This design comes from an exercise in tuning for small area and a short achievable clock period on the open sky130 flow, not from production work.
Only simulation tests tie the RTL to the original design; equivalence was not proved.
Power and IR drop assume default switching activity.

==> flow/design.v <==
module fa(
input a,input b,input ci, output s, output co
);
reg s_out,c_out;
always @(*)
begin
s_out=a^b^ci;
c_out=a&b|a&ci|b&ci;
end
assign s=s_out;
assign co=c_out;
endmodule
module add17bit_2sComp(
   input 		     [16:0]		A,
	input 		     [16:0]		B,
	input 		         		ci,
	output		     [16:0]		calculate_out
);
wire [16:0] s;
wire [16:0] co;
fa fa0(A[0],B[0],ci,s[0],co[0]);
fa fa1(A[1],B[1],co[0],s[1],co[1]);
fa fa2(A[2],B[2],co[1],s[2],co[2]);
fa fa3(A[3],B[3],co[2],s[3],co[3]);
fa fa4(A[4],B[4],co[3],s[4],co[4]);
fa fa5(A[5],B[5],co[4],s[5],co[5]);
fa fa6(A[6],B[6],co[5],s[6],co[6]);
fa fa7(A[7],B[7],co[6],s[7],co[7]);
fa fa8(A[8],B[8],co[7],s[8],co[8]);
fa fa9(A[9],B[9],co[8],s[9],co[9]);
fa fa10(A[10],B[10],co[9],s[10],co[10]);
fa fa11(A[11],B[11],co[10],s[11],co[11]);
fa fa12(A[12],B[12],co[11],s[12],co[12]);
fa fa13(A[13],B[13],co[12],s[13],co[13]);
fa fa14(A[14],B[14],co[13],s[14],co[14]);
fa fa15(A[15],B[15],co[14],s[15],co[15]);
fa fa16(A[16],B[16],co[15],s[16],co[16]);
assign calculate_out[16:0]=s;
endmodule 
module add20bit_2sComp(
   input 		     [19:0]		A,
	input 		     [19:0]		B,
	input 		         		ci,
	output		     [19:0]		calculate_out
);
wire [19:0] s;
wire [19:0] co;
fa fa0(A[0],B[0],ci,s[0],co[0]);
fa fa1(A[1],B[1],co[0],s[1],co[1]);
fa fa2(A[2],B[2],co[1],s[2],co[2]);
fa fa3(A[3],B[3],co[2],s[3],co[3]);
fa fa4(A[4],B[4],co[3],s[4],co[4]);
fa fa5(A[5],B[5],co[4],s[5],co[5]);
fa fa6(A[6],B[6],co[5],s[6],co[6]);
fa fa7(A[7],B[7],co[6],s[7],co[7]);
fa fa8(A[8],B[8],co[7],s[8],co[8]);
fa fa9(A[9],B[9],co[8],s[9],co[9]);
fa fa10(A[10],B[10],co[9],s[10],co[10]);
fa fa11(A[11],B[11],co[10],s[11],co[11]);
fa fa12(A[12],B[12],co[11],s[12],co[12]);
fa fa13(A[13],B[13],co[12],s[13],co[13]);
fa fa14(A[14],B[14],co[13],s[14],co[14]);
fa fa15(A[15],B[15],co[14],s[15],co[15]);
fa fa16(A[16],B[16],co[15],s[16],co[16]);
fa fa17(A[17],B[17],co[16],s[17],co[17]);
fa fa18(A[18],B[18],co[17],s[18],co[18]);
fa fa19(A[19],B[19],co[18],s[19],co[19]);
assign calculate_out[19:0]=s;
endmodule 
module bin2bcd
(
	input wire [9:0] bin,
	output wire [3:0] bcd2,bcd1,bcd0,
	output reg neg
);
reg [9:0] abs_bin, rem, ones;
reg [3:0] tens, honds;
always @ (*) begin
	if (bin[9] == 1'b1) 
		begin
		abs_bin = (~bin) + 10'b00_0000_0001;
		neg = 1'b1;
		end
	else 
		begin
		abs_bin = bin;
		neg = 1'b0;
		end
	if (abs_bin >= 10'd500)
		begin
		honds = 4'h5;
		rem = abs_bin - 10'd500; 
		end 
	else if (abs_bin >= 10'd400 && abs_bin < 10'd500)
	   begin
		honds = 4'h4;
		rem = abs_bin - 10'd400;
		end
	else if (abs_bin >= 10'd300 && abs_bin < 10'd400)
	   begin
		honds = 4'h3;
		rem = abs_bin - 10'd300;
		end
	else if (abs_bin >= 10'd200 && abs_bin < 10'd300)
	   begin
		honds = 4'h2;
		rem = abs_bin - 10'd200;
		end
	else if (abs_bin >= 10'd100 && abs_bin < 10'd200)
	   begin
		honds = 4'h1;
		rem = abs_bin - 10'd100;
		end
	else 
	   begin
		honds = 4'h0;
		rem = abs_bin;
		end
	if (rem >= 10'd090)
		begin
		tens = 4'h9;
		ones = rem - 10'd090;
		end
	else if (rem >= 10'd080 && rem < 10'd090)
		begin
		tens = 4'h8;
		ones = rem - 10'd080;
		end
	else if (rem >= 10'd070 && rem < 10'd080)
		begin
		tens = 4'h7;
		ones = rem - 10'd070;
		end
	else if (rem >= 10'd060 && rem < 10'd070)
		begin
		tens = 4'h6;
		ones = rem - 10'd060;
		end
	else if (rem >= 10'd050 && rem < 10'd060)
		begin
		tens = 4'h5;
		ones = rem - 10'd050;
		end
	else if (rem >= 10'd040 && rem < 10'd050)
		begin
		tens = 4'h4;
		ones = rem - 10'd040;
		end
	else if (rem >= 10'd030 && rem < 10'd040)
		begin
		tens = 4'h3;
		ones = rem - 10'd030;
		end
	else if (rem >= 10'd020 && rem < 10'd030)
		begin
		tens = 4'h2;
		ones = rem - 10'd020;
		end
	else if (rem >= 10'd010 && rem < 10'd020)
		begin
		tens = 4'h1;
		ones = rem - 10'd010;
		end
	else 
		begin
		tens = 4'h0;
		ones = rem;
		end
end
assign bcd0 = ones [3:0];
assign bcd1 = tens;
assign bcd2 = honds;
endmodule 
module edge_detection ( 
input clock, 
input input_signal, 
output reg rising_transition
);
reg n; 
wire rising_transition_c;
assign rising_transition_c = ~n & input_signal;
always @(posedge clock) begin 
n                 <= input_signal; 
rising_transition <= rising_transition_c; 
end
endmodule
module cal(
input clk,
input [1:0] KEY,
input [6:2] SW,
input [15:0] smooth_out,
output [1:0] LEDR,
output reg nothing,
output reg [9:0] BCD_in
);
reg enable1;
reg enable2;
reg state_c, state;
reg [15:0] operand1, operand2;
wire [16:0] num1, num2, num3, num4;
wire [16:0] calculate_out1, calculate_out2;
wire load, reset;
wire reset_edge, load_edge;
assign reset = ~KEY[0];
assign load = ~KEY[1];
edge_detection my_edge1(.clock(clk),.input_signal(reset),.rising_transition(reset_edge));
edge_detection my_edge2(.clock(clk),.input_signal(load),.rising_transition(load_edge));
reg [1:0] LED;
assign LEDR[1:0] = LED[1:0];
always @ (*) begin
state_c = state;
LED = 2'b01;
enable1 = 1'b0;
enable2 = 1'b0;
case (state)
1'b0:begin LED = 2'b01; if (load_edge == 1'b1) begin state_c = 1'b1; enable1 = 1'b1; end end
1'b1:begin LED = 2'b10; if (load_edge == 1'b1) begin state_c = 1'b0; enable2 = 1'b1; end end
endcase
if (reset_edge == 1'b1) begin
state_c = 1'b0;
LED = 2'b01;
end
end
always @ (posedge clk) begin
	state <= state_c;
	if (enable1 == 1'b1) begin
		operand1 <= smooth_out;
	end
	if (enable2 == 1'b1) begin
		operand2 <= smooth_out;
   end
end
parameter smooth = 5'b00_001;
parameter operand_1 = 5'b00_010;
parameter operand_2 = 5'b00_100;
parameter add = 5'b01_000;
parameter sub = 5'b10_000;
assign num1 = {operand1[15],operand1};
assign num2 = {operand2[15],operand2};
assign num3 = {operand1[15],operand1};
assign num4 = ~({operand2[15],operand2});
always @ (*) begin
	case (SW[6:2])
	smooth: begin
		BCD_in = smooth_out[9:0];
		nothing = 1'b0;
	end
	operand_1: begin
		BCD_in = operand1[9:0];
		nothing = 1'b0;
	end
	operand_2: begin
		BCD_in = operand2[9:0];
		nothing = 1'b0;
	end
	add: begin
		BCD_in = calculate_out1[9:0];
		nothing = 1'b0;
	end
	sub: begin
		BCD_in = calculate_out2[9:0];
		nothing = 1'b0;
	end
	default: begin
		BCD_in = 10'd0;
		nothing = 1'b1;
	end
	endcase
end
add17bit_2sComp my_add(.A(num1), .B(num2), .ci(1'b0), .calculate_out(calculate_out1));
add17bit_2sComp my_sub(.A(num3), .B(num4), .ci(1'b1), .calculate_out(calculate_out2));
endmodule 
module seg7(
	output		     [7:0]		HEX0,
	output		     [7:0]		HEX1,
	output		     [7:0]		HEX2,
	output		     [7:0]		HEX3,
	output		     [7:0]		HEX4,
	output		     [7:0]		HEX5,
	input                      clk,
	input                      rst,
	input                      nothing,
   input 		     [11:0]		display,
	input                      neg
);
  reg [31:0] out; 
  reg [12:0] count, count_c;  
always @(count or rst) begin
		count_c = count + 13'd1;
		if (count == 13'd4400) begin
		count_c = 13'd0;
		end
		if (rst == 1'b1) begin
		count_c = 13'd0;
		end
end
always @ (posedge clk) begin
	count <= count_c;
end
always @(*) begin
	 case (display [3:0])  
	 4'b0000: begin 
	 out [7:0] = 8'b11000000; 
	 end 
	 4'b0001: begin 
	 out [7:0] = 8'b11111001; 
	 end 
	 4'b0010: begin 
	 out [7:0] = 8'b10100100; 
	 end 
	 4'b0011: begin 
	 out [7:0] = 8'b10110000; 
	 end 
	 4'b0100: begin 
	 out [7:0] = 8'b10011001; 
	 end 
	 4'b0101: begin 
	 out [7:0]= 8'b10010010; 
	 end 
	 4'b0110: begin 
	 out [7:0]= 8'b10000010; 
	 end 
	 4'b0111: begin 
	 out [7:0]= 8'b11111000; 
	 end
	 4'b1000: begin 
	 out [7:0]= 8'b10000000; 
	 end 
	 4'b1001: begin 
	 out [7:0]= 8'b10010000; 
	 end 
	 4'b1010: begin 
	 out [7:0]= 8'b10001000; 
	 end 
	 4'b1011: begin 
	 out [7:0]= 8'b10000011; 
	 end
	 4'b1100: begin 
	 out [7:0]= 8'b11000110; 
	 end 
	 4'b1101: begin 
	 out [7:0]= 8'b10100001; 
	 end 
	 4'b1110: begin 
	 out [7:0]= 8'b10000110; 
	 end 
	 4'b1111: begin 
	 out [7:0]= 8'b10001110; 
	 end
	 default: begin 
	 out [7:0]= 8'b11111111; 
	 end 
	 endcase 
	 case (display [7:4])  
	 4'b0000: begin 
	 out [15:8]= 8'b11000000; 
	 end 
	 4'b0001: begin 
	 out [15:8]= 8'b11111001; 
	 end 
	 4'b0010: begin 
	 out [15:8]= 8'b10100100; 
	 end 
	 4'b0011: begin 
	 out [15:8]= 8'b10110000; 
	 end 
	 4'b0100: begin 
	 out [15:8]= 8'b10011001; 
	 end 
	 4'b0101: begin 
	 out [15:8]= 8'b10010010; 
	 end 
	 4'b0110: begin 
	 out [15:8]= 8'b10000010; 
	 end 
	 4'b0111: begin 
	 out [15:8]= 8'b11111000; 
	 end
	 4'b1000: begin 
	 out [15:8]= 8'b10000000; 
	 end 
	 4'b1001: begin 
	 out [15:8]= 8'b10010000; 
	 end 
	 4'b1010: begin 
	 out [15:8]= 8'b10001000; 
	 end 
	 4'b1011: begin 
	 out [15:8]= 8'b10000011; 
	 end
	 4'b1100: begin 
	 out [15:8]= 8'b11000110; 
	 end 
	 4'b1101: begin 
	 out [15:8]= 8'b10100001; 
	 end 
	 4'b1110: begin 
	 out [15:8]= 8'b10000110; 
	 end 
	 4'b1111: begin 
	 out [15:8]= 8'b10001110; 
	 end
	 default: begin 
	 out [15:8]= 8'b11111111; 
	 end 
	 endcase 
	 case (display [11:8])  
	 4'b0000: begin 
	 out [23:16]= 8'b11000000; 
	 end 
	 4'b0001: begin 
	 out [23:16]= 8'b11111001; 
	 end 
	 4'b0010: begin 
	 out [23:16]= 8'b10100100; 
	 end 
	 4'b0011: begin 
	 out [23:16]= 8'b10110000; 
	 end 
	 4'b0100: begin 
	 out [23:16]= 8'b10011001; 
	 end 
	 4'b0101: begin 
	 out [23:16]= 8'b10010010; 
	 end 
	 4'b0110: begin 
	 out [23:16]= 8'b10000010; 
	 end 
	 4'b0111: begin 
	 out [23:16]= 8'b11111000; 
	 end
	 4'b1000: begin 
	 out [23:16]= 8'b10000000; 
	 end 
	 4'b1001: begin 
	 out [23:16]= 8'b10010000; 
	 end 
	 4'b1010: begin 
	 out [23:16]= 8'b10001000; 
	 end 
	 4'b1011: begin 
	 out [23:16]= 8'b10000011; 
	 end
	 4'b1100: begin 
	 out [23:16]= 8'b11000110; 
	 end 
	 4'b1101: begin 
	 out [23:16]= 8'b10100001; 
	 end 
	 4'b1110: begin 
	 out [23:16]= 8'b10000110; 
	 end 
	 4'b1111: begin 
	 out [23:16]= 8'b10001110; 
	 end
	 default: begin 
	 out [23:16]= 8'b11111111; 
	 end 
	 endcase 
	 case (neg)
	 1'b1: begin
	 out [31:24]= 8'b10111111;
	 end
	 default: begin 
	 out [31:24]= 8'b11111111; 
	 end 
	 endcase
    if (nothing == 1'b1) begin 
	 if (count <= 13'd2200) begin
	 out [7:0] = 8'b1011_1111;
	 out[15:8] = 8'b1011_1111;
	 out[23:16] = 8'b1011_1111; 
	 out[31:24] = 8'b1011_1111;
	 end 
	 else begin
	 out [7:0] = 8'b1111_1111;
	 out[15:8] = 8'b1111_1111;
	 out[23:16] = 8'b1111_1111; 
	 out[31:24] = 8'b1111_1111;
	 end
	 end
 end 
assign HEX0[7:0]=out[7:0];
assign HEX1[7:0]=out[15:8];
assign HEX2[7:0]=out[23:16];
assign HEX3[7:0]=out[31:24];
assign HEX4[7:0]= 8'b11111111;
assign HEX5[7:0]= 8'b11111111;
endmodule
module smooth_filter(
input clk,
input reset,
input [15:0] in,
input [1:0] SW,
output [15:0] out
);
reg [6:0] count, count_c;
wire en;
always @(reset or count) begin
	if (reset == 1'b1) begin
		count_c = 7'd0;
	end
	else begin
		count_c = count + 7'd1;
	end
end
assign en = (count == 7'd99);
reg [15:0] r1, r2, r3, r4, r5, r6, r7, r8, r9, r10, r11, r12, r13, r14, r15, r16;
always @ (posedge clk) begin
	count <= count_c;
	if (en == 1'b1) begin
		r1 <= in;
		r2 <= r1;
		r3 <= r2;
		r4 <= r3;
		r5 <= r4;
		r6 <= r5;
		r7 <= r6;
		r8 <= r7;
		r9 <= r8;
		r10 <= r9;
		r11 <= r10;
		r12 <= r11;
		r13 <= r12;
		r14 <= r13;
		r15 <= r14;
		r16 <= r15;
	end
end
reg [19:0] sum;
wire [19:0] num1, num2, num3, num4, num5, num6, num7, num8;
wire [19:0] num9, num10, num11, num12, num13, num14, num15, num16;
wire ci=1'b0;
wire [19:0] calculate_out1, calculate_out2, calculate_out3, calculate_out4,
            calculate_out5, calculate_out6, calculate_out7, calculate_out8,
				calculate_out9, calculate_out10, calculate_out11, calculate_out12,
				calculate_out13, calculate_out14, calculate_out15;
assign num1 = {{4{r1[15]}},r1};
assign num2 = {{4{r2[15]}},r2};
assign num3 = {{4{r3[15]}},r3};
assign num4 = {{4{r4[15]}},r4};
assign num5 = {{4{r5[15]}},r5};
assign num6 = {{4{r6[15]}},r6};
assign num7 = {{4{r7[15]}},r7};
assign num8 = {{4{r8[15]}},r8};
assign num9 = {{4{r9[15]}},r9};
assign num10 = {{4{r10[15]}},r10};
assign num11 = {{4{r11[15]}},r11};
assign num12 = {{4{r12[15]}},r12};
assign num13 = {{4{r13[15]}},r13};
assign num14 = {{4{r14[15]}},r14};
assign num15 = {{4{r15[15]}},r15};
assign num16 = {{4{r16[15]}},r16};
always @(*) begin
	sum = num1;
	case (SW[1:0]) 
	2'b00:begin 
		sum = num1;
	end
	2'b01:begin
		sum = calculate_out1;
		sum = sum >> 1; 
	end
	2'b10:begin
		sum = calculate_out3;
		sum = sum >> 2;  
	end
	2'b11:begin
		sum = calculate_out15;
		sum = sum >> 4;  
	end
	endcase 
end
assign out = sum[15:0];
add20bit_2sComp my_adder1 (.A(num1),.B(num2),.ci(ci),.calculate_out(calculate_out1));
add20bit_2sComp my_adder2 (.A(calculate_out1),.B(num3),.ci(ci),.calculate_out(calculate_out2));
add20bit_2sComp my_adder3(.A(calculate_out2),.B(num4),.ci(ci),.calculate_out(calculate_out3));
add20bit_2sComp my_adder4(.A(calculate_out3),.B(num5),.ci(ci),.calculate_out(calculate_out4));
add20bit_2sComp my_adder5 (.A(calculate_out4),.B(num6),.ci(ci),.calculate_out(calculate_out5));
add20bit_2sComp my_adder6(.A(calculate_out5),.B(num7),.ci(ci),.calculate_out(calculate_out6));
add20bit_2sComp my_adder7(.A(calculate_out6),.B(num8),.ci(ci),.calculate_out(calculate_out7));
add20bit_2sComp my_adder8 (.A(calculate_out7),.B(num9),.ci(ci),.calculate_out(calculate_out8));
add20bit_2sComp my_adder9(.A(calculate_out8),.B(num10),.ci(ci),.calculate_out(calculate_out9));
add20bit_2sComp my_adder10(.A(calculate_out9),.B(num11),.ci(ci),.calculate_out(calculate_out10));
add20bit_2sComp my_adder11(.A(calculate_out10),.B(num12),.ci(ci),.calculate_out(calculate_out11));
add20bit_2sComp my_adder12(.A(calculate_out11),.B(num13),.ci(ci),.calculate_out(calculate_out12));
add20bit_2sComp my_adder13(.A(calculate_out12),.B(num14),.ci(ci),.calculate_out(calculate_out13));
add20bit_2sComp my_adder14(.A(calculate_out13),.B(num15),.ci(ci),.calculate_out(calculate_out14));
add20bit_2sComp my_adder15(.A(calculate_out14),.B(num16),.ci(ci),.calculate_out(calculate_out15));
endmodule 
module calc_top (
   input              clk,
   input              rst,
   input      [15:0]  data_x,
   input      [1:0]   KEY,
   input      [6:0]   SW,
   output     [7:0]   HEX0,
   output     [7:0]   HEX1,
   output     [7:0]   HEX2,
   output     [7:0]   HEX3,
   output     [7:0]   HEX4,
   output     [7:0]   HEX5,
   output     [1:0]   LEDR
   );
reg [6:0] cnt;
wire strobe = (cnt == 7'd46);
always @(posedge clk)
   cnt <= rst ? 7'd0 : {cnt[5:0], cnt[6] ^ cnt[5] ^ (cnt[5:0] == 6'd0)};
reg [13:0] n1;                  
reg [14*15-1:0] ring;           
reg [3:0]  q;                   
reg        pend;                
reg        acc;                 
reg [13:0] sa;                  
reg [11:0] sb;                  
reg [9:0]  f2, f4, f16;         
wire q_first = (q == 4'b0001);
wire q_last  = (q == 4'b1000);  
wire q_b     = (q == 4'b1110) | (q == 4'b1100) | q_last;    
wire ins = pend & q_first;
wire [13:0] tail = ring[14*15-1:14*14];
wire [13:0] sa_sum = sa + (strobe ? data_x[13:0] : acc ? tail : 14'd0);
wire [11:0] sb_sum = sb + (strobe ? data_x[11:0] : (acc & q_b) ? tail[11:0] : 12'd0);
always @(posedge clk) begin
   ring <= {ring[14*14-1:0], ins ? n1 : tail};
   if (!ins) q <= {q[2:0], q[3] ^ q[2] | q == 4'd0};
   pend <= strobe | (pend & ~ins);
   acc  <= ins | (acc & ~q_last);
   sa <= ins ? 14'd0 : sa_sum;
   sb <= ins ? 12'd0 : sb_sum;
   if (strobe) begin
      n1  <= data_x[13:0];
      f2  <= (data_x[10:0] + n1[10:0]) >> 1;
      f4  <= sb_sum[11:2];
      f16 <= sa_sum[13:4];
   end
end
reg [9:0] f;
always @(*) begin
   case (SW[1:0])
   2'b00: f = n1[9:0];
   2'b01: f = f2;
   2'b10: f = f4;
   default: f = f16;
   endcase
end
reg kn0, kn1, reset_edge, load_edge, state;
reg [9:0] op1, op2;
always @(posedge clk) begin
   kn0 <= ~KEY[0];
   kn1 <= ~KEY[1];
   reset_edge <= ~KEY[0] & ~kn0;
   load_edge  <= ~KEY[1] & ~kn1;
   if (reset_edge) state <= 1'b0;
   else if (load_edge) state <= ~state;
   if (load_edge & ~state) op1 <= f;
   if (load_edge &  state) op2 <= f;
end
assign LEDR = (reset_edge | ~state) ? 2'b01 : 2'b10;
wire [9:0] sum_v = op1 + op2;
wire [9:0] dif_v = op1 - op2;
wire [9:0] v = ({10{SW[2]}} & f)   | ({10{SW[3]}} & op1)   | ({10{SW[4]}} & op2) |
               ({10{SW[5]}} & sum_v) | ({10{SW[6]}} & dif_v);
wire nothing = (SW[6:2] != 5'b00001) & (SW[6:2] != 5'b00010) & (SW[6:2] != 5'b00100) &
               (SW[6:2] != 5'b01000) & (SW[6:2] != 5'b10000);
wire neg = v[9];
wire [4:0] hi = v[8:4] ^ {5{neg}};
reg [3:0] lo_o, hi_o, hi_t;
reg lo_t;
reg [2:0] hi_h;
always @(*) begin
   case ({neg, v[3:0]})
   5'd0: begin lo_o = 4'd0; lo_t = 1'b0; end
   5'd1: begin lo_o = 4'd1; lo_t = 1'b0; end
   5'd2: begin lo_o = 4'd2; lo_t = 1'b0; end
   5'd3: begin lo_o = 4'd3; lo_t = 1'b0; end
   5'd4: begin lo_o = 4'd4; lo_t = 1'b0; end
   5'd5: begin lo_o = 4'd5; lo_t = 1'b0; end
   5'd6: begin lo_o = 4'd6; lo_t = 1'b0; end
   5'd7: begin lo_o = 4'd7; lo_t = 1'b0; end
   5'd8: begin lo_o = 4'd8; lo_t = 1'b0; end
   5'd9: begin lo_o = 4'd9; lo_t = 1'b0; end
   5'd10: begin lo_o = 4'd0; lo_t = 1'b1; end
   5'd11: begin lo_o = 4'd1; lo_t = 1'b1; end
   5'd12: begin lo_o = 4'd2; lo_t = 1'b1; end
   5'd13: begin lo_o = 4'd3; lo_t = 1'b1; end
   5'd14: begin lo_o = 4'd4; lo_t = 1'b1; end
   5'd15: begin lo_o = 4'd5; lo_t = 1'b1; end
   5'd16: begin lo_o = 4'd6; lo_t = 1'b1; end
   5'd17: begin lo_o = 4'd5; lo_t = 1'b1; end
   5'd18: begin lo_o = 4'd4; lo_t = 1'b1; end
   5'd19: begin lo_o = 4'd3; lo_t = 1'b1; end
   5'd20: begin lo_o = 4'd2; lo_t = 1'b1; end
   5'd21: begin lo_o = 4'd1; lo_t = 1'b1; end
   5'd22: begin lo_o = 4'd0; lo_t = 1'b1; end
   5'd23: begin lo_o = 4'd9; lo_t = 1'b0; end
   5'd24: begin lo_o = 4'd8; lo_t = 1'b0; end
   5'd25: begin lo_o = 4'd7; lo_t = 1'b0; end
   5'd26: begin lo_o = 4'd6; lo_t = 1'b0; end
   5'd27: begin lo_o = 4'd5; lo_t = 1'b0; end
   5'd28: begin lo_o = 4'd4; lo_t = 1'b0; end
   5'd29: begin lo_o = 4'd3; lo_t = 1'b0; end
   5'd30: begin lo_o = 4'd2; lo_t = 1'b0; end
   5'd31: begin lo_o = 4'd1; lo_t = 1'b0; end
   default: begin lo_o = 4'd0; lo_t = 1'b0; end
   endcase
   case (hi)
   5'd0: begin hi_o = 4'd0; hi_t = 4'd0; hi_h = 3'd0; end
   5'd1: begin hi_o = 4'd6; hi_t = 4'd1; hi_h = 3'd0; end
   5'd2: begin hi_o = 4'd2; hi_t = 4'd3; hi_h = 3'd0; end
   5'd3: begin hi_o = 4'd8; hi_t = 4'd4; hi_h = 3'd0; end
   5'd4: begin hi_o = 4'd4; hi_t = 4'd6; hi_h = 3'd0; end
   5'd5: begin hi_o = 4'd0; hi_t = 4'd8; hi_h = 3'd0; end
   5'd6: begin hi_o = 4'd6; hi_t = 4'd9; hi_h = 3'd0; end
   5'd7: begin hi_o = 4'd2; hi_t = 4'd1; hi_h = 3'd1; end
   5'd8: begin hi_o = 4'd8; hi_t = 4'd2; hi_h = 3'd1; end
   5'd9: begin hi_o = 4'd4; hi_t = 4'd4; hi_h = 3'd1; end
   5'd10: begin hi_o = 4'd0; hi_t = 4'd6; hi_h = 3'd1; end
   5'd11: begin hi_o = 4'd6; hi_t = 4'd7; hi_h = 3'd1; end
   5'd12: begin hi_o = 4'd2; hi_t = 4'd9; hi_h = 3'd1; end
   5'd13: begin hi_o = 4'd8; hi_t = 4'd0; hi_h = 3'd2; end
   5'd14: begin hi_o = 4'd4; hi_t = 4'd2; hi_h = 3'd2; end
   5'd15: begin hi_o = 4'd0; hi_t = 4'd4; hi_h = 3'd2; end
   5'd16: begin hi_o = 4'd6; hi_t = 4'd5; hi_h = 3'd2; end
   5'd17: begin hi_o = 4'd2; hi_t = 4'd7; hi_h = 3'd2; end
   5'd18: begin hi_o = 4'd8; hi_t = 4'd8; hi_h = 3'd2; end
   5'd19: begin hi_o = 4'd4; hi_t = 4'd0; hi_h = 3'd3; end
   5'd20: begin hi_o = 4'd0; hi_t = 4'd2; hi_h = 3'd3; end
   5'd21: begin hi_o = 4'd6; hi_t = 4'd3; hi_h = 3'd3; end
   5'd22: begin hi_o = 4'd2; hi_t = 4'd5; hi_h = 3'd3; end
   5'd23: begin hi_o = 4'd8; hi_t = 4'd6; hi_h = 3'd3; end
   5'd24: begin hi_o = 4'd4; hi_t = 4'd8; hi_h = 3'd3; end
   5'd25: begin hi_o = 4'd0; hi_t = 4'd0; hi_h = 3'd4; end
   5'd26: begin hi_o = 4'd6; hi_t = 4'd1; hi_h = 3'd4; end
   5'd27: begin hi_o = 4'd2; hi_t = 4'd3; hi_h = 3'd4; end
   5'd28: begin hi_o = 4'd8; hi_t = 4'd4; hi_h = 3'd4; end
   5'd29: begin hi_o = 4'd4; hi_t = 4'd6; hi_h = 3'd4; end
   5'd30: begin hi_o = 4'd0; hi_t = 4'd8; hi_h = 3'd4; end
   5'd31: begin hi_o = 4'd6; hi_t = 4'd9; hi_h = 3'd4; end
   default: begin hi_o = 4'd0; hi_t = 4'd0; hi_h = 3'd0; end
   endcase
end
wire [4:0] os = hi_o + lo_o;
wire c1 = os >= 5'd10;
wire [3:0] o = c1 ? os - 5'd10 : os;
wire [4:0] ts = hi_t + lo_t + c1;
wire c2 = ts >= 5'd10;
wire [3:0] t = c2 ? ts - 5'd10 : ts;
wire [2:0] h = hi_h + c2;
function [6:0] seg;
   input [3:0] d;
   case (d)
   4'd0: seg = 7'h40;
   4'd1: seg = 7'h79;
   4'd2: seg = 7'h24;
   4'd3: seg = 7'h30;
   4'd4: seg = 7'h19;
   4'd5: seg = 7'h12;
   4'd6: seg = 7'h02;
   4'd7: seg = 7'h78;
   4'd8: seg = 7'h00;
   default: seg = 7'h10;
   endcase
endfunction
reg        dash;
reg [11:0] bk;
wire bk_end = dash ? (bk == 12'd2371) : (bk == 12'd3233);
always @(posedge clk) begin
   if (rst) dash <= 1'b1;
   else if (bk_end) dash <= ~dash;
   bk <= (rst | bk_end) ? 12'd0 : {bk[10:0], ~(bk[11] ^ bk[10] ^ bk[9] ^ bk[3])};
end
wire [6:0] blank = dash ? 7'h3f : 7'h7f;
assign HEX0 = {1'b1, nothing ? blank : seg(o)};
assign HEX1 = {1'b1, nothing ? blank : seg(t)};
assign HEX2 = {1'b1, nothing ? blank : seg({1'b0, h})};
assign HEX3 = {1'b1, nothing ? blank : (neg ? 7'h3f : 7'h7f)};
assign HEX4 = 8'hff;
assign HEX5 = 8'hff;
endmodule
==> flow/flow/run.sh <==
#!/bin/bash
# Own layout flow: the standard synthesis, then the combinational logic
# between the registers is mapped again by ABC (the registers, their names
# and cell types stay as the standard synthesis made them), then the standard flow's
# standard layout steps from floorplan to finish, with timing repair aiming
# past zero slack and plain buffers on the ports.
set -euo pipefail
W=$(pwd)
R=$W/orfs/results/$FLOW_PLATFORM/calc_top/base
ABC_SCRIPT="+strash;dc2;b;dch,-f;map,-D,2000;topo;dnsize"
MARGIN=13
YOSYS=yosys
[[ -x $FLOW_HOME/../tools/install/yosys/bin/yosys ]] && YOSYS=$FLOW_HOME/../tools/install/yosys/bin/yosys

bash standard.sh synth > $W/std_synth.log 2>&1
cp $R/1_2_yosys.v $W/std_netlist.v

DONT_USE=$(make -s -C $FLOW_HOME DESIGN_CONFIG=$W/config.mk WORK_HOME=$W/orfs print-DONT_USE_CELLS | sed -n 's/^DONT_USE_CELLS: *//p' | tail -1)
LIB=$(make -s -C $FLOW_HOME DESIGN_CONFIG=$W/config.mk WORK_HOME=$W/orfs print-LIB_FILES | sed -n 's/^LIB_FILES: *//p' | tail -1)
export REMAP_IN=$W/std_netlist.v REMAP_OUT=$W/remap_netlist.v REMAP_LIB="$LIB" \
       REMAP_DONT_USE="$DONT_USE" REMAP_TOP=$FLOW_TOP REMAP_SCRIPT="$ABC_SCRIPT"
$YOSYS -c $W/flow/remap.tcl > $W/remap.log 2>&1
cp $W/remap_netlist.v $R/1_2_yosys.v
rm -f $R/1_synth.odb $R/1_synth.sdc

bash standard.sh SETUP_SLACK_MARGIN=$MARGIN \
   BUFFER_PORTS_ARGS="-buffer_cell sky130_fd_sc_hd__buf_2" finish > $W/layout.log 2>&1
==> flow/flow/remap.tcl <==
# Map the standard synthesis's combinational logic again, for area.
# Registers are kept as black boxes, so their instances, names and cell
# types are untouched.
yosys -import
set lib [lindex $::env(REMAP_LIB) 0]
read_liberty -ignore_miss_func -ignore_miss_dir $lib
read_verilog $::env(REMAP_IN)
hierarchy -top $::env(REMAP_TOP)
setattr -mod -set blackbox 1 sky130_fd_sc_hd__*df*
flatten
opt_clean -purge
tee -o remap_before.txt stat
set du {}
foreach c $::env(REMAP_DONT_USE) { lappend du -dont_use $c }
abc -liberty $lib {*}$du -script $::env(REMAP_SCRIPT)
opt_clean -purge
hilomap -singleton -hicell sky130_fd_sc_hd__conb_1 HI -locell sky130_fd_sc_hd__conb_1 LO
setundef -zero
splitnets
opt_clean -purge
insbuf -buf sky130_fd_sc_hd__buf_4 A X
read_liberty -lib -ignore_miss_func -ignore_miss_dir $lib
hierarchy -top $::env(REMAP_TOP)
tee -o remap_stat.txt stat -liberty $lib
check -assert
write_verilog -noattr -nohex -nodec $::env(REMAP_OUT)
==> flow/standard.sh <==
#!/bin/bash
# synth_recipe.tcl (not shown) runs the flow's synth.tcl, then flattens the netlist and writes it again
# the make line also repeats each setting of config.mk as NAME=value (left out here)
make -C /OpenROAD-flow-scripts/flow DESIGN_CONFIG=/design/flow/config.mk WORK_HOME=/design/flow/orfs CLKGATE_MAP_FILE= SYNTH_SCRIPT=/design/flow/synth_recipe.tcl "${@:-finish}"
==> flow/config.mk <==
export PLATFORM = sky130hd
export DESIGN_NAME = calc_top
export DESIGN_NICKNAME = calc_top
export VERILOG_FILES = /design/flow/design.v
export SDC_FILE = /design/flow/constraint.sdc
export NUM_CORES = 4
export LEC_CHECK = 0
export CAP_MARGIN = 20
export CORE_MARGIN = 2
export CORE_UTILIZATION = 65
export CTS_BUF_LIST = sky130_fd_sc_hd__clkbuf_16
export CTS_CLUSTER_DIAMETER = 60
export CTS_CLUSTER_SIZE = 30
export SLEW_MARGIN = 20
==> flow/constraint.sdc <==
create_clock -name core_clock -period 28.0 [get_ports {clk}]
set_input_delay 5.6000 -clock core_clock [delete_from_list [all_inputs] [get_ports {clk}]]
set_output_delay 5.6000 -clock core_clock [all_outputs]
set_load 0.01 [all_outputs]
==> results of run 1 <==
==> state kept, by name, indices dropped and copies added (netlist names), 12 cells and up <==
name  cells
bk       12
n1       14
ring    210
sa       14
sb       12
==> metrics by stage <==
stage	hold WS (ns)	instance area, µm²
final	0.330	13700
after global routing	0.329	13700
after CTS	0.324	13300
after detailed placement	0.312	12500
after global placement	0.310	12500
after floorplan	0.310	12100
==> where the power goes <==
part,total (mW),internal (mW),switching (mW)
Clock,0.295,0.134,0.161
Combinational,0.164,0.0580,0.106
Sequential,0.491,0.489,0.00209
Total,0.950,0.681,0.269
==> timing repair <==
| item | 4_1_cts | 5_1_grt |
|---|---|---|
| setup endpoints to repair | 21 | 21 |
| endpoints found under the hold margin | 0 | 0 |
| gates resized for setup | 32 | 90 |
| setup buffers | 6 | 10 |
| pin swaps | 6 | 14 |
==> final timing paths <==
| kind | slack, ns | startpoint | end |
|---|---|---|---|
| worst min register to register | 0.33 | ring[159]$_DFF_P_ | ring[173]$_DFF_P_ |
| worst min-delay path | 0.33 | ring[159]$_DFF_P_ | ring[173]$_DFF_P_ |
| worst max-delay path | 13.15 | SW[1] | HEX2[2] |
| worst max register to register | 23.13 | cnt[1]$_SDFF_PP0_ | f16[9]$_DFFE_PP_ |
==> layout make-up <==
class	instances	area, µm²
Sequential cell	331	7310
Inverter	140	567
Clock inverter	12	155
Clock buffer	19	475
Multi-Input combinational cell	825	4520
Tap cell	229	287
Timing Repair Buffer	67	414
Fill cell	1225	4300
==> critical path, stage by stage <==
cell and delay (ns):
buf_6 0.16, inv_8 0.07, a21oi_1 0.16, a22oi_2 0.15
a2111oi_4 0.36, o311ai_2 0.17, a31o_2 0.23, nand2_1 0.13
nand2_2 0.13, nand2_2 0.13, nand2_1 0.07, o211ai_1 0.17
nand3_2 0.20, o221ai_4 0.38, nand3_2 0.17, nand2_2 0.11
nand3_4 0.10, nand4_1 0.12, buf_6 0.14, o21ai_2 0.07
buf_4 0.14, o21ai_0 0.13, buf_2 0.16
==> metal layers <==
layer | GRT usage (%) | up-vias | wire length [µm]
met2 | 45.0 | 250 | 12900
li1 | - | 4494 | -
met3 | 3.04 | 63 | 1100
met4 | 9.21 | 0 | 740
met1 | 32.5 | 4252 | 10600
met5 | 0 | - | 0
==> run_results.csv, run 1 <==
group,metric,value,unit
clocking,ctsRootBufferMaster,"clkbuf_16",
die,start_util,66.6,%
flow_run,maxCapViolCount,0,
pwr,total_power,950,µW
die,dieWidth,140,µm
placement,place_ws,11.46,ns
min_path,hp-class,"reg2reg",
sta,skew,0.0321,ns
sta,setup_tns,0,ns
sta,relSlewSlack,34.3,%
setup_path,arrival,9.25,ns
yosys,netlist_area,12000,µm²
layout,final_core_util,76.2,%
sta,rsz0062_at_grt,"false",
sta,max_freq,0.0673,GHz
detailed_routing,wl_per_cell,15.7,µm
yosys,ys_warn_count,1,
layout,final_common_cell,"dfxtp_1",
placement,numPortBuffers,48,
setup_path,crit_path_end_kind,"primary output",
placement,hpwlAfterDp,17100,µm
clocking,cts_tree,"done",
layout,drive_above_1_share,13.6,%
layout,nets,1410,
clocking,holdBufCountCts,0,
global_routing,grt_max_degree,46,
outcome,status,"complete, no violations",
clocking,numClockSinks,331,
sta,worstMarginPinSlew,0.978,ns
layout,fin_cells,1623,
sta,slew_violations,0,
setup_path,crit_type,"in2out",
min_path,min_path_cells,0,
clocking,clkLatencyLatePin,0.51,ns
global_routing,antenna_found_initial,0,
clocking,numCtsBuffers,18,
sta,fin_crit,14.85,ns
die,dieArea,19600,µm²
clocking,clk_pin_slew,0.10,ns
yosys,synth_cells,1296,
pwr,leakagePower,5.42,nW
clocking,htreeDepth,1,
global_routing,grt_remaining_overflow,0,
setup_path,r2r_cells,20,
global_routing,grt_usage,25.5,%
die,coreArea,18000,µm²
detailed_routing,wirelength,25400,µm
detailed_routing,drtAntennaViolNets,0,
detailed_routing,drcViolationCount,0,
global_routing,first_global_vias,8614,
detailed_routing,routed_via_density,5.58,
placement,dp_cells,1576,
layout,antennaDiodeCount,0,
sta,timing.final.crit_share,53.0,%
placement,routabilityCongestion,0.896,
die,die_y,140,µm
pwr,cellPowerDensity,69.2,nW/µm²
setup_path,cp-start-kind,"primary input",
layout,area_delta_synth_final,14.3,%
layout,mostFrequentLayoutCells,"dfxtp_1, nand2_1, nor2_1",
die,io_pins,77,
sta,fin_ws,13.15,ns
sta,setup-violations-final,0,
detailed_routing,vias,9059,
detailed_routing,dr.first_iter.drc_count,624,
setup_path,cp.required,22.40,ns
clocking,clk_path_buf_depth,3,
detailed_routing,firstDrtPassIters,5,
yosys,syn_area_per_cell,9.26,µm²
pwr,ir_drop,0.0847,mV
setup_path,path_max_fanout,13,
global_routing,grt_pass1_wl,41200,µm
die,core.rowCount,49,
sta,report.final.hold_viol_count,0,
==> run 2, diff against run 1 <==
--- a/flow/flow/run.sh
+++ b/flow/flow/run.sh
@@ -9,3 +9,4 @@
 R=$W/orfs/results/$FLOW_PLATFORM/calc_top/base
-ABC_SCRIPT="+strash;dc2;b;dch,-f;map,-D,2000;topo;dnsize"
+ABC_SCRIPT="+strash;dc2;b;dch,-f;map;topo;dnsize"
+ABC_SCRIPT2="+strash;dch,-f;amap;topo;dnsize"
 MARGIN=13
@@ -20,3 +21,4 @@
 export REMAP_IN=$W/std_netlist.v REMAP_OUT=$W/remap_netlist.v REMAP_LIB="$LIB" \
-       REMAP_DONT_USE="$DONT_USE" REMAP_TOP=$FLOW_TOP REMAP_SCRIPT="$ABC_SCRIPT"
+       REMAP_DONT_USE="$DONT_USE" REMAP_TOP=$FLOW_TOP REMAP_SCRIPT="$ABC_SCRIPT" \
+       REMAP_SCRIPT2="$ABC_SCRIPT2"
 $YOSYS -c $W/flow/remap.tcl > $W/remap.log 2>&1
--- a/flow/flow/remap.tcl
+++ b/flow/flow/remap.tcl
@@ -1,4 +1,5 @@
-# Map the standard synthesis's combinational logic again, for area.
-# Registers are kept as black boxes, so their instances, names and cell
-# types are untouched.
+# Map the standard synthesis's combinational logic again.  The cone that
+# drives the outputs (the critical paths, from SW to HEX) is mapped for
+# delay, the rest for area.  Registers are kept as black boxes, so their
+# instances, names and cell types are untouched.
 yosys -import
@@ -11,6 +12,8 @@
 opt_clean -purge
-tee -o remap_before.txt stat
 set du {}
 foreach c $::env(REMAP_DONT_USE) { lappend du -dont_use $c }
-abc -liberty $lib {*}$du -script $::env(REMAP_SCRIPT)
+select -set oc o:HEX* o:LEDR* %u %ci*:-sky130_fd_sc_hd__dfxtp_1:-sky130_fd_sc_hd__edfxtp_1
+abc -liberty $lib {*}$du -script $::env(REMAP_SCRIPT) @oc
+select -clear
+abc -liberty $lib {*}$du -script $::env(REMAP_SCRIPT2)
 opt_clean -purge
==> run 2 against run 1 <==
Net effect:
- final area fell by 0.47%
- global-route usage fell by 0.11 points
- power rose by 2.2%
- critical path type unchanged
- highest routed layer unchanged
==> run_results.csv, run 2 <==
group,metric,value,unit
pwr,total_power,971,µW
pwr,pwr-share-comb,17.2,%
placement,numPortBuffers,48,
detailed_routing,wirelength,25300,µm
layout,mostFrequentLayoutCells,"dfxtp_1, nand2_1, nor2_1",
sta,setup-violations-final,0,
placement,placed_cell_area,12300,µm²
sta,timing.final.crit_share,53.3,%
die,io_pins,77,
yosys,netlist_area,11800,µm²
flow_run,maxCapViolCount,0,
sta,setup_tns,0,ns
layout,largest-register,"ring",
pwr,ir_drop,0.0774,mV
layout,nets,1358,
outcome,status,"complete, no violations",
placement,routabilityCongestion,0.936,
sta,max_freq,0.0670,GHz
layout,area_delta_synth_final,15.4,%
global_routing,grt_usage,25.4,%
die,die_y,139,µm
detailed_routing,vias,9017,
setup_path,arrival,9.32,ns
placement,dp_cells,1512,
layout,final_area,13700,µm²
clocking,clk_path_buf_depth,3,
layout,fin_cells,1573,
yosys,syn_area_per_cell,9.61,µm²
detailed_routing,drcViolationCount,0,
setup_path,cp.required,22.40,ns
global_routing,grt_remaining_overflow,0,
yosys,synth_cells,1232,
detailed_routing,wl_per_cell,16.1,µm
global_routing,grt_max_degree,50,
sta,slew_violations,0,
setup_path,crit_chain,"buf_8 > inv_8 > a21oi_2 > a22oi_2 > buf_4 > a221oi_2 > o211ai_1 > inv_2 > nand2_1 > a22oi_2 > nand4_1 > nand3_4 > o21bai_1 > o211ai_1 > buf_4 > nand3_4 > nand2_4 > nand3_4 > buf_4 > nand4_1 > nand4_1 > nand3_1 > nand2_1 > buf_2",
sta,report.final.hold_viol_count,0,
sta,fin_crit,14.92,ns
layout,final_common_cell,"dfxtp_1",
pwr,clockPowerShare,32.2,%
clocking,cts_tree,"done",
sta,fin_ws,13.08,ns
die,coreArea,17900,µm²
clocking,holdBufCountCts,0,
layout,drive_above_1_share,13.0,%
pwr,seqPwrFrac,50.6,%
layout,reg.largest.list,"ring x210, n1 x14, sa x14",
sta,hold_ws,0.322,ns
sta,skew,0.0349,ns
pwr,cellPowerDensity,71.1,nW/µm²
setup_path,crit_type,"in2out",
die,start_util,66.1,%
clocking,htreeDepth,1,
detailed_routing,dr.first_iter.drc_count,651,
setup_path,crit_family,"compound AO/OA/AOI/OAI gates",
clocking,clk_pin_slew,0.10,ns
clocking,numClockSinks,331,
sta,worstMarginPinSlew,1.10,ns
die,core.rowCount,49,
die,dieArea,19300,µm²
detailed_routing,wl_met3,1790,µm
setup_path,cp-start-kind,"primary input",
layout,final_core_util,76.3,%
detailed_routing,wl_met1,10800,µm
global_routing,antenna_found_initial,1,
setup_path,crit_path_end_kind,"primary output",
clocking,clkLatencyLatePin,0.52,ns
detailed_routing,wl_met2,11800,µm
detailed_routing,top_layer,"met4",
setup_path,critical_path_buf_inv_count,7,
placement,place_ws,11.39,ns
sta,rsz0062_at_grt,"false",
pwr,internal_power,693,µW
yosys,ys_warn_count,1,
setup_path,crit_slowest_cell,"a22oi_2",
placement,hpwlAfterDp,16000,µm
min_path,hp-class,"reg2reg",
layout,largest_register_ffs,210,
clocking,numCtsBuffers,19,
detailed_routing,firstDrtPassIters,6,
detailed_routing,drtAntennaViolNets,0,
die,dieWidth,139,µm
global_routing,grt_pass1_wl,40200,µm
clocking,ctsRootBufferMaster,"clkbuf_16",
global_routing,first_global_vias,8501,
detailed_routing,routed_via_density,5.73,
pwr,leakagePower,5.27,nW
setup_path,path_max_fanout,13,
sta,relSlewSlack,26.2,%
setup_path,cpPeakStageDelay,0.33,ns
pwr,swShare,28.6,%
pwr,p_sw,278,µW
## run 2: cell types whose count changed in the layout (fill, tap and decap cells not counted), sizes merged, moves of 14 or more
cell	before	now
nor2	162	141
nand2	220	176
nor2b	1	30
o22ai	9	26
a31oi	11	25
xor2	23	5
o21ai	85	67
## run 2: layout make-up
cell class / instances / area, µm²
antenna: 1 / 2.50
clock buffer: 20 / 500
clock inverter: 13 / 191
fill: 1215 / 4240
inverter: 122 / 487
multi-input combinational: 779 / 4400
sequential: 331 / 7310
tap: 229 / 287
timing repair buffer: 78 / 492
## run 2: metal layers
layer | vias up | GRT usage (%)
met5 | - | 0
met2 | 326 | 42.2
li1 | 4442 | -
met1 | 4168 | 33.3
met4 | 0 | 10.2
met3 | 81 | 4.52
## run 2: path summary, 6_finish.rpt
check	startpoint	end	slack, ns	cells after the start
worst max-delay path	SW[1]	HEX1[3]	13.08	24
worst min register to register	ring[130]$_DFF_P_	ring[144]$_DFF_P_	0.32	0
worst max register to register	cnt[0]$_SDFF_PP0_	sb[11]$_SDFF_PP0_	22.61	29
worst min-delay path	ring[130]$_DFF_P_	ring[144]$_DFF_P_	0.32	0
## run 2: power by group through the flow
| stage | combinational [mW] | sequential, mW | clock [mW] |
|---|---|---|---|
| final | 0.167 | 0.491 | 0.313 |
| after global routing | 0.184 | 0.492 | 0.334 |
| after CTS | 0.142 | 0.491 | 0.318 |
| after detailed placement | 0.131 | 0.502 | 0 |
| after global placement | 0.130 | 0.502 | 0 |
| after floorplan | 0.102 | 0.502 | 0 |
## run 2: worst register-to-register path, delay by kind of cell (launching register included)
kind / cells / cell delay (ns)
AOI/OAI and AO/OA: 12 / 2.19
and+or+nand+nor: 10 / 1.42
buffers and inverters: 7 / 1.38
DFF: 1 / 0.32
## run 2: what timing repair did
| item | 4_1_cts | 5_1_grt |
|---|---|---|
| gates resized for setup | 41 | 63 |
| setup endpoints to repair | 21 | 21 |
| endpoints found under the hold margin | 0 | 0 |
| gates cloned | 0 | 1 |
| setup buffers | 7 | 19 |
| pin swaps | 5 | 27 |
==> run 3, diff against run 2 <==
--- a/flow/config.mk
+++ b/flow/config.mk
@@ -13,2 +13,3 @@
 export CTS_CLUSTER_SIZE = 30
+export PLACE_DENSITY = 0.8
 export SLEW_MARGIN = 20
==> run 3 against run 2 <==
Net effect:
- still clean on timing, DRC and antenna
- maximum frequency increased by 0.65%
- clock power increased by 1%
- sequential cell count unchanged
- clock-buffer cell count unchanged
- core utilization decreased by 1.3 points
- critical path depth decreased by 1
- largest cell class unchanged
- register-to-register slack got worse by 0.69 ns
==> run_results.csv, run 3 <==
group,metric,value,unit
die,dieWidth,139,µm
setup_path,crit_slowest_cell,"a211oi_2",
setup_path,cpPeakStageDelay,0.27,ns
die,io_pins,77,
die,core.rowCount,49,
yosys,ys_warn_count,1,
layout,area_delta_synth_final,13.5,%
sta,hold_ws,0.318,ns
detailed_routing,dr.first_iter.drc_count,794,
pwr,seqPwrFrac,50.9,%
yosys,synth_cells,1232,
layout,mostFrequentLayoutCells,"dfxtp_1, nand2_1, nor2_1",
clocking,numCtsBuffers,19,
clocking,clk_path_buf_depth,3,
global_routing,grt_max_degree,50,
placement,numPortBuffers,48,
die,die_y,139,µm
yosys,netlist_area,11800,µm²
pwr,p_sw,276,µW
global_routing,grt_remaining_overflow,0,
sta,relSlewSlack,33.8,%
detailed_routing,vias,8922,
setup_path,crit_path_end_kind,"primary output",
detailed_routing,wirelength,24400,µm
die,start_util,66.1,%
setup_path,cp.required,22.40,ns
die,coreArea,17900,µm²
yosys,syn_area_per_cell,9.61,µm²
pwr,leakagePower,5.18,nW
sta,setup_tns,0,ns
global_routing,first_global_vias,8426,
clocking,numClockSinks,331,
sta,worstMarginPinSlew,0.990,ns
sta,rsz0062_at_grt,"false",
clocking,clk_pin_slew,0.10,ns
detailed_routing,drtAntennaViolNets,0,
layout,final_common_cell,"dfxtp_1",
pwr,internal_power,689,µW
clocking,holdBufCountCts,0,
layout,drive_above_1_share,11.6,%
detailed_routing,firstDrtPassIters,5,
setup_path,critical_path_buf_inv_count,6,
setup_path,crit_family,"simple AND/OR/NAND/NOR gates",
min_path,hp-class,"reg2reg",
layout,reg.largest.list,"ring x210, n1 x14, sa x14",
pwr,ir_drop,0.0787,mV
sta,slew_violations,0,
sta,setup-violations-final,0,
placement,routabilityCongestion,0.946,
pwr,swShare,28.6,%
layout,largest_register_ffs,210,
sta,timing.final.crit_share,52.9,%
detailed_routing,wl_per_cell,15.6,µm
placement,hpwlAfterDp,16200,µm
setup_path,path_max_fanout,19,
outcome,status,"complete, no violations",
setup_path,crit_type,"in2out",
clocking,cts_tree,"done",
flow_run,maxCapViolCount,0,
pwr,cellPowerDensity,71.8,nW/µm²
die,dieArea,19300,µm²
clocking,ctsRootBufferMaster,"clkbuf_16",
sta,skew,0.0319,ns
pwr,total_power,965,µW
clocking,htreeDepth,1,
detailed_routing,drcViolationCount,0,
sta,report.final.hold_viol_count,0,
clocking,clkLatencyLatePin,0.53,ns
layout,largest-register,"ring",
global_routing,antenna_found_initial,1,
setup_path,cp-start-kind,"primary input",
layout,nets,1347,
sta,max_freq,0.0674,GHz
sta,fin_crit,14.83,ns
global_routing,grt_pass1_wl,39500,µm
detailed_routing,routed_via_density,5.71,
pwr,pwr-share-comb,16.3,%
global_routing,grt_usage,24.7,%
setup_path,arrival,9.23,ns
pwr,clockPowerShare,32.8,%
setup_path,crit_chain,"buf_6 > inv_8 > nand2_1 > a22oi_2 > nand2_1 > o221ai_1 > a31oi_1 > nand2_2 > nand4_1 > buf_4 > clkinv_1 > nor2_2 > nand4_1 > nand3_2 > a211oi_2 > nand4_1 > a21oi_2 > buf_4 > xnor3_1 > nand2_1 > nand3_1 > a31o_2 > buf_2",
run 3: routing by layer:
metal | up-vias | wire length (µm) | global-route usage (%) | share of wire (%)
met4 | 0 | 652 | 8.03 | 2.7
met3 | 57 | 1500 | 3.14 | 6.1
li1 | 4411 | - | - | -
met1 | 4130 | 10600 | 33.4 | 43
met2 | 324 | 11700 | 41.7 | 48
met5 | - | 0 | 0 | 0
run 3: metrics by stage:
stage               std cells  utilization, %  cell area, µm²  setup WS (ns)
floorplan                1257               -           11900          13.21
global placement         1512            68.7           12300          11.56
detailed placement       1512            68.7           12300          11.41
CTS                      1554            74.0           13300          13.02
global route             1562            75.0           13400          12.99
finish                   1562            75.0           13400          13.17
run 3: power by group through the flow:
| stage | clock network, mW | registers [mW] | logic (mW) |
|---|---|---|---|
| after floorplan | 0 | 0.502 | 0.102 |
| after global placement | 0 | 0.502 | 0.130 |
| after detailed placement | 0 | 0.502 | 0.133 |
| after CTS | 0.320 | 0.491 | 0.143 |
| after global routing | 0.336 | 0.492 | 0.172 |
| final | 0.317 | 0.491 | 0.157 |
run 3: worst paths after layout:
path,from,to,slack [ns],depth (start not counted)
setup reg to reg,cnt[0]$_SDFF_PP0_,sb[11]$_SDFF_PP0_,21.92,28
hold / removal,ring[101]$_DFF_P_,ring[115]$_DFF_P_,0.32,0
setup / recovery,SW[0],HEX1[0],13.17,23
hold reg to reg,ring[101]$_DFF_P_,ring[115]$_DFF_P_,0.32,0
run 3: worst reg2reg max path, delay by kind of cell (launching register included):
kind | cells | cell delay [ns]
AOI/OAI and AO/OA | 12 | 2.38
buffers and inverters | 6 | 1.83
DFF | 1 | 0.32
and+or+nand+nor | 10 | 1.45
run 3: cell type report:
cell class / instances / area [µm²]
Antenna cell: 1 / 2.50
Inverter: 122 / 478
Tap cell: 229 / 287
Multi-Input combinational cell: 779 / 4260
Clock inverter: 13 / 209
Fill cell: 1250 / 4470
Sequential cell: 331 / 7310
Timing Repair Buffer: 67 / 395
Clock buffer: 20 / 500
run 3: timing repair:
action / CTS / global route
pin swaps: 8 / 9
setup endpoints to repair: 21 / 20
gates cloned: 0 / 0
gates resized for setup: 43 / 30
setup buffers: 9 / 7
hold endpoints to repair: 0 / 0
==> run 4, diff against run 3 <==
--- a/flow/flow/run.sh
+++ b/flow/flow/run.sh
@@ -27,2 +27,3 @@
 
+bash standard.sh BUFFER_PORTS_ARGS="-buffer_cell sky130_fd_sc_hd__buf_2" place > $W/layout_place.log 2>&1
 bash standard.sh SETUP_SLACK_MARGIN=$MARGIN \
==> run 4 against run 3 <==
Net effect:
- still clean
- sequential share of layout area unchanged
- power stayed put
- clock-buffer cell count unchanged
- die area unchanged
- synthesized area unchanged
- critical path depth did not move
- sequential power about the same
- highest routed layer unchanged
==> run_results.csv, run 4 <==
group,metric,value,unit
sta,timing.final.crit_share,52.9,%
global_routing,grt_usage,24.7,%
setup_path,crit_family,"simple AND/OR/NAND/NOR gates",
global_routing,grt_pass1_wl,39500,µm
setup_path,crit_path_end_kind,"primary output",
flow_run,maxCapViolCount,0,
sta,fin_crit,14.83,ns
clocking,ctsRootBufferMaster,"clkbuf_16",
sta,slew_violations,0,
pwr,cellPowerDensity,71.8,nW/µm²
layout,regArea,7310,µm²
die,core.rowCount,49,
sta,rsz0062_at_grt,"false",
detailed_routing,wirelength,24400,µm
global_routing,first_global_vias,8426,
sta,fin_ws,13.17,ns
setup_path,crit_chain,"buf_6 > inv_8 > nand2_1 > a22oi_2 > nand2_1 > o221ai_1 > a31oi_1 > nand2_2 > nand4_1 > buf_4 > clkinv_1 > nor2_2 > nand4_1 > nand3_2 > a211oi_2 > nand4_1 > a21oi_2 > buf_4 > xnor3_1 > nand2_1 > nand3_1 > a31o_2 > buf_2",
layout,largest_register_ffs,210,
clocking,clk_pin_slew,0.10,ns
die,coreArea,17900,µm²
yosys,ys_warn_count,1,
sta,report.final.hold_viol_count,0,
detailed_routing,dr.first_iter.drc_count,794,
sta,relSlewSlack,33.8,%
setup_path,crit_slowest_cell,"a211oi_2",
die,die_y,139,µm
layout,largest-register,"ring",
layout,area_delta_synth_final,13.5,%
layout,multiInputGateArea,4260,µm²
sta,hold_ws,0.318,ns
placement,routabilityCongestion,0.946,
global_routing,antenna_found_initial,1,
die,io_pins,77,
clocking,numCtsBuffers,19,
yosys,synth_cells,1232,
clocking,holdBufCountCts,0,
detailed_routing,firstDrtPassIters,5,
detailed_routing,drtAntennaViolNets,0,
layout,mostFrequentLayoutCells,"dfxtp_1, nand2_1, nor2_1",
clocking,clkLatencyLatePin,0.53,ns
setup_path,crit_type,"in2out",
detailed_routing,routed_via_density,5.71,
placement,hpwlAfterDp,16200,µm
outcome,status,"complete, no violations",
sta,worstMarginPinSlew,0.990,ns
setup_path,cp.required,22.40,ns
placement,numPortBuffers,48,
detailed_routing,vias,8922,
pwr,leakagePower,5.18,nW
setup_path,critical_path_buf_inv_count,6,
global_routing,grt_max_degree,50,
yosys,syn_area_per_cell,9.61,µm²
sta,setup_tns,0,ns
placement,place_ws,11.41,ns
placement,dp_cells,1512,
layout,drive_above_1_share,11.6,%
yosys,netlist_area,11800,µm²
clocking,clk_path_buf_depth,3,
layout,fin_cells,1562,
setup_path,path_max_fanout,19,
layout,nets,1347,
setup_path,cp-start-kind,"primary input",
die,dieArea,19300,µm²
layout,final_common_cell,"dfxtp_1",
detailed_routing,drcViolationCount,0,
sta,setup-violations-final,0,
sta,skew,0.0319,ns
pwr,ir_drop,0.0787,mV
clocking,htreeDepth,1,
min_path,hp-class,"reg2reg",
clocking,cts_tree,"done",
setup_path,arrival,9.23,ns
sta,max_freq,0.0674,GHz
global_routing,grt_remaining_overflow,0,
detailed_routing,wl_per_cell,15.6,µm
die,start_util,66.1,%
layout,fillers,1250,
setup_path,cpPeakStageDelay,0.27,ns
layout,reg.largest.list,"ring x210, n1 x14, sa x14",
clocking,numClockSinks,331,
die,dieWidth,139,µm
-- run 4: per-stage QoR --
stage | power, mW | util (%) | area, µm²
CTS | 0.953 | 74.0 | 13300
global placement | 0.632 | 68.7 | 12300
finish | 0.965 | 75.0 | 13400
floorplan | 0.604 | - | 11900
global route | 1.00 | 75.0 | 13400
detailed placement | 0.635 | 68.7 | 12300
-- run 4: layout make-up --
type | instances | area share, %
inverters | 122 | 3.56
diodes | 1 | 0.0186
multi-input cells | 779 | 31.7
flip-flops and latches | 331 | 54.4
clock buffers | 20 | 3.73
well taps | 229 | 2.13
clock inverters | 13 | 1.56
repair buffers | 67 | 2.94
-- run 4: path summary, 6_finish.rpt --
kind,startpoint,to,slack (ns),cells past startpoint
max reg2reg,cnt[0]$_SDFF_PP0_,sb[11]$_SDFF_PP0_,21.92,28
max,SW[0],HEX1[0],13.17,23
min reg2reg,ring[101]$_DFF_P_,ring[115]$_DFF_P_,0.32,0
min,ring[101]$_DFF_P_,ring[115]$_DFF_P_,0.32,0
-- run 4: repair_timing --
action,CTS,global route
buffers inserted,9,7
setup endpoints to repair,21,20
gates resized for setup,43,30
pin swaps,8,9
-- run 4: routing by layer --
metal | part of all wire (%) | routed length [µm] | track usage, %
met3 | 6.1 | 1500 | 3.14
met2 | 48 | 11700 | 41.7
met4 | 2.7 | 652 | 8.03
met1 | 43 | 10600 | 33.4
met5 | 0 | 0 | 0
-- run 4: power breakdown --
| group | internal, mW | leakage, nW | switching (mW) | total, mW |
|---|---|---|---|---|
| Combinational | 0.0555 | 2.09 | 0.102 | 0.157 |
| Clock | 0.144 | 0.345 | 0.172 | 0.317 |
| Sequential | 0.489 | 2.75 | 0.00216 | 0.491 |
| Total | 0.689 | 5.18 | 0.276 | 0.965 |
==> run 5, diff against run 4 <==
--- a/flow/flow/run.sh
+++ b/flow/flow/run.sh
@@ -27,3 +27,2 @@
 
-bash standard.sh BUFFER_PORTS_ARGS="-buffer_cell sky130_fd_sc_hd__buf_2" place > $W/layout_place.log 2>&1
 bash standard.sh SETUP_SLACK_MARGIN=$MARGIN \
--- a/flow/config.mk
+++ b/flow/config.mk
@@ -10,6 +10,5 @@
 export CORE_UTILIZATION = 65
-export CTS_BUF_LIST = sky130_fd_sc_hd__clkbuf_16
-export CTS_CLUSTER_DIAMETER = 60
-export CTS_CLUSTER_SIZE = 30
-export PLACE_DENSITY = 0.8
+export CTS_BUF_LIST = sky130_fd_sc_hd__clkbuf_8
+export CTS_CLUSTER_DIAMETER = 50
+export CTS_CLUSTER_SIZE = 20
 export SLEW_MARGIN = 20
==> run 5 against run 4 <==
Net effect:
- sequential cell count did not move
- combinational power rose by 3%
- hold slack improved by 0.0035 ns
- highest routed layer unchanged
- sequential power barely moved
- routed wire length fell by 3.4%
- clock skew fell by 0.0020 ns
- maximum frequency fell by 0.29%
- setup slack got worse by 0.043 ns
- largest cell class unchanged
- clock power fell by 15%
- cell count rose by 1.0%
==> run_results.csv, run 5 <==
group,metric,value,unit
layout,largest_register_ffs,210,
setup_path,path_depth,21,
pwr,total_power,920,µW
sta,relSlewSlack,27.7,%
sta,slew_violations,0,
setup_path,path_max_fanout,19,
detailed_routing,routed_via_density,5.54,
clocking,clk_path_buf_depth,3,
detailed_routing,vias,8744,
setup_path,r2r_end,"sb[11]$_SDFF_PP0_",
setup_path,critical_path_buf_inv_count,6,
detailed_routing,dr.first_iter.drc_count,641,
die,core.rowCount,49,
setup_path,r2r_setup_slack,22.69,ns
global_routing,antenna_found_initial,1,
placement,numPortBuffers,48,
layout,fin_cells,1578,
setup_path,arrival,9.27,ns
global_routing,grt_usage,23.9,%
pwr,ir_drop,0.0587,mV
setup_path,worstReg2RegStart,"cnt[0]$_SDFF_PP0_",
layout,mostFrequentLayoutCells,"dfxtp_1, nand2_1, nor2_1",
clocking,clk_pin_slew,0.11,ns
die,coreArea,17900,µm²
global_routing,first_global_vias,8317,
global_routing,busiest_layer,"met2",
placement,routabilityCongestion,0.936,
layout,final_area,13400,µm²
sta,skew,0.0299,ns
global_routing,grt_util_met3,3.76,%
clocking,holdBufCountCts,0,
die,dieWidth,139,µm
global_routing,grt_remaining_overflow,0,
detailed_routing,wl_per_cell,15.0,µm
setup_path,r2r_cells,30,
layout,final_core_util,75.1,%
global_routing,grt_pass1_wl,38300,µm
detailed_routing,drcViolationCount,0,
global_routing,grt_use_met2,39.4,%
clocking,numCtsBuffers,26,
layout,drive_above_1_share,13.1,%
setup_path,crit_type,"in2out",
setup_path,crit_path_end_kind,"primary output",
placement,place_ws,11.39,ns
sta,setup_tns,0,ns
die,die_y,139,µm
pwr,cellPowerDensity,68.5,nW/µm²
flow_run,maxCapViolCount,0,
die,dieArea,19300,µm²
yosys,ys_warn_count,1,
placement,placed_cell_area,12300,µm²
global_routing,grt_max_degree,50,
outcome,status,"complete, no violations",
layout,largest-register,"ring",
setup_path,crit_slowest_cell,"a31oi_2",
layout,nets,1356,
setup_path,startpoint,"SW[0]",
layout,fillers,1257,
sta,report.final.hold_viol_count,0,
setup_path,crit_family,"compound AO/OA/AOI/OAI gates",
sta,timing.final.crit_share,53.1,%
yosys,synth_cells,1232,
yosys,syn_area_per_cell,9.61,µm²
die,start_util,66.1,%
die,io_pins,77,
yosys,netlist_area,11800,µm²
sta,hold_ws,0.322,ns
global_routing,met1_usage,32.4,%
placement,dp_cells,1512,
setup_path,cpPeakStageDelay,0.37,ns
clocking,htreeDepth,1,
placement,hpwlAfterDp,16000,µm
layout,final_common_cell,"dfxtp_1",
detailed_routing,drtAntennaViolNets,0,
setup_path,cp-start-kind,"primary input",
detailed_routing,firstDrtPassIters,5,
setup_path,crit_end,"HEX1[3]",
setup_path,cp.required,22.40,ns
clocking,clkLatencyLatePin,0.58,ns
pwr,leakagePower,5.20,nW
clocking,numClockSinks,331,
detailed_routing,wirelength,23600,µm
sta,max_freq,0.0673,GHz
sta,setup-violations-final,0,
layout,reg.largest.list,"ring x210, n1 x14, sa x14",
setup_path,crit_chain,"buf_6 > inv_8 > nand2_1 > a22oi_2 > a21oi_4 > buf_4 > a31oi_2 > nor2_1 > nand4_1 > nand3_4 > o21bai_1 > o211ai_1 > buf_4 > o2bb2ai_2 > nand3_4 > buf_4 > nand4_1 > nand4_1 > nand3_1 > nand2_1 > buf_2",
layout,area_delta_synth_final,13.6,%
sta,rsz0062_at_grt,"false",
clocking,ctsRootBufferMaster,"clkbuf_8",
clocking,cts_tree,"done",
sta,fin_crit,14.87,ns
sta,fin_ws,13.13,ns
min_path,hp-class,"reg2reg",
sta,worstMarginPinSlew,1.08,ns
[run 5: worst min path at each step]
stage	slack (ns)	to	start	cells past startpoint
after CTS	0.32	ring[65]$_DFF_P_	ring[51]$_DFF_P_	0
after global routing	0.32	ring[93]$_DFF_P_	ring[79]$_DFF_P_	0
after floorplan	0.31	ring[100]$_DFF_P_	ring[86]$_DFF_P_	0
after global placement	0.31	ring[69]$_DFF_P_	ring[55]$_DFF_P_	0
final	0.32	ring[93]$_DFF_P_	ring[79]$_DFF_P_	0
after detailed placement	0.31	ring[40]$_DFF_P_	ring[26]$_DFF_P_	0
[run 5: power by group]
group	switching, mW	internal (mW)	leakage [nW]
registers	0.00212	0.489	2.75
clock network	0.163	0.104	0.314
logic	0.103	0.0588	2.13
total	0.268	0.652	5.20
[run 5: worst reg2reg max path, delay by kind of cell, from the launching register on]
family	cells	cell delay [ns]
AO/OA/AOI/OAI	12	2.05
AND/OR/NAND/NOR	11	1.58
buffers and inverters	7	1.34
flip-flops	1	0.32
[run 5: what timing repair did]
| action | 4_1_cts | 5_1_grt |
|---|---|---|
| pin swaps | 6 | 20 |
| endpoints found under the setup margin | 21 | 21 |
| resized for setup | 41 | 54 |
| buffers inserted | 6 | 12 |
[run 5: layout make-up]
| type | count | area (µm²) | share of cell area, % |
|---|---|---|---|
| inverter | 122 | 495 | 3.69 |
| clock inverter | 19 | 188 | 1.40 |
| multi-input combinational | 779 | 4360 | 32.5 |
| antenna | 1 | 2.50 | 0.0186 |
| tap | 229 | 287 | 2.13 |
| sequential | 331 | 7310 | 54.4 |
| clock buffer | 28 | 385 | 2.87 |
| timing repair buffer | 69 | 410 | 3.05 |
[run 5: routing by layer]
metal  routed length, µm  part of all wire (%)
met5                   0                     0
met2               10800                    46
met3                1370                   5.8
met1               10700                    45
met4                 703                   3.0

re-timing with driven ports:
No port has a modelled driver above. Below, the same layouts with a new extraction and two added sets of constraints.
Step 1 (the two cells are an assumption about what drives the block):
set clk [get_ports {clk}]
set_driving_cell -lib_cell sky130_fd_sc_hd__clkbuf_16 $clk
set_driving_cell -lib_cell sky130_fd_sc_hd__buf_2 [delete_from_list [all_inputs] $clk]
Step 2 also shifts input and output timing later by t, the mid clock arrival at the registers, as if the neighbouring blocks saw the same clock.
Three values: ideal, step 1, step 2; two values: the first two.
run	shift t [ns]	setup slack, ns	hold WS [ns]	worst data-port slew with drivers (ns)	cell pins on the clock port's net
run 1	0.538	13.148 / 13.111 / 13.111	0.330 / 0.330 / 0.330	0.06	1
run 2	0.553	13.077 / 12.996 / 12.996	0.322 / 0.322 / 0.322	0.08	1
run 3	0.557	13.174 / 13.123 / 13.123	0.318 / 0.318 / 0.318	0.07	1
run 4	0.557	13.174 / 13.123 / 13.123	0.318 / 0.318 / 0.318	0.07	1
run 5	0.603	13.131 / 13.085 / 13.085	0.322 / 0.322 / 0.322	0.07	1
After both steps every run listed still meets setup and hold. For run 2, which loses most, drivers alone change the setup slack by -0.081 ns; drivers and shift together by -0.081 ns.
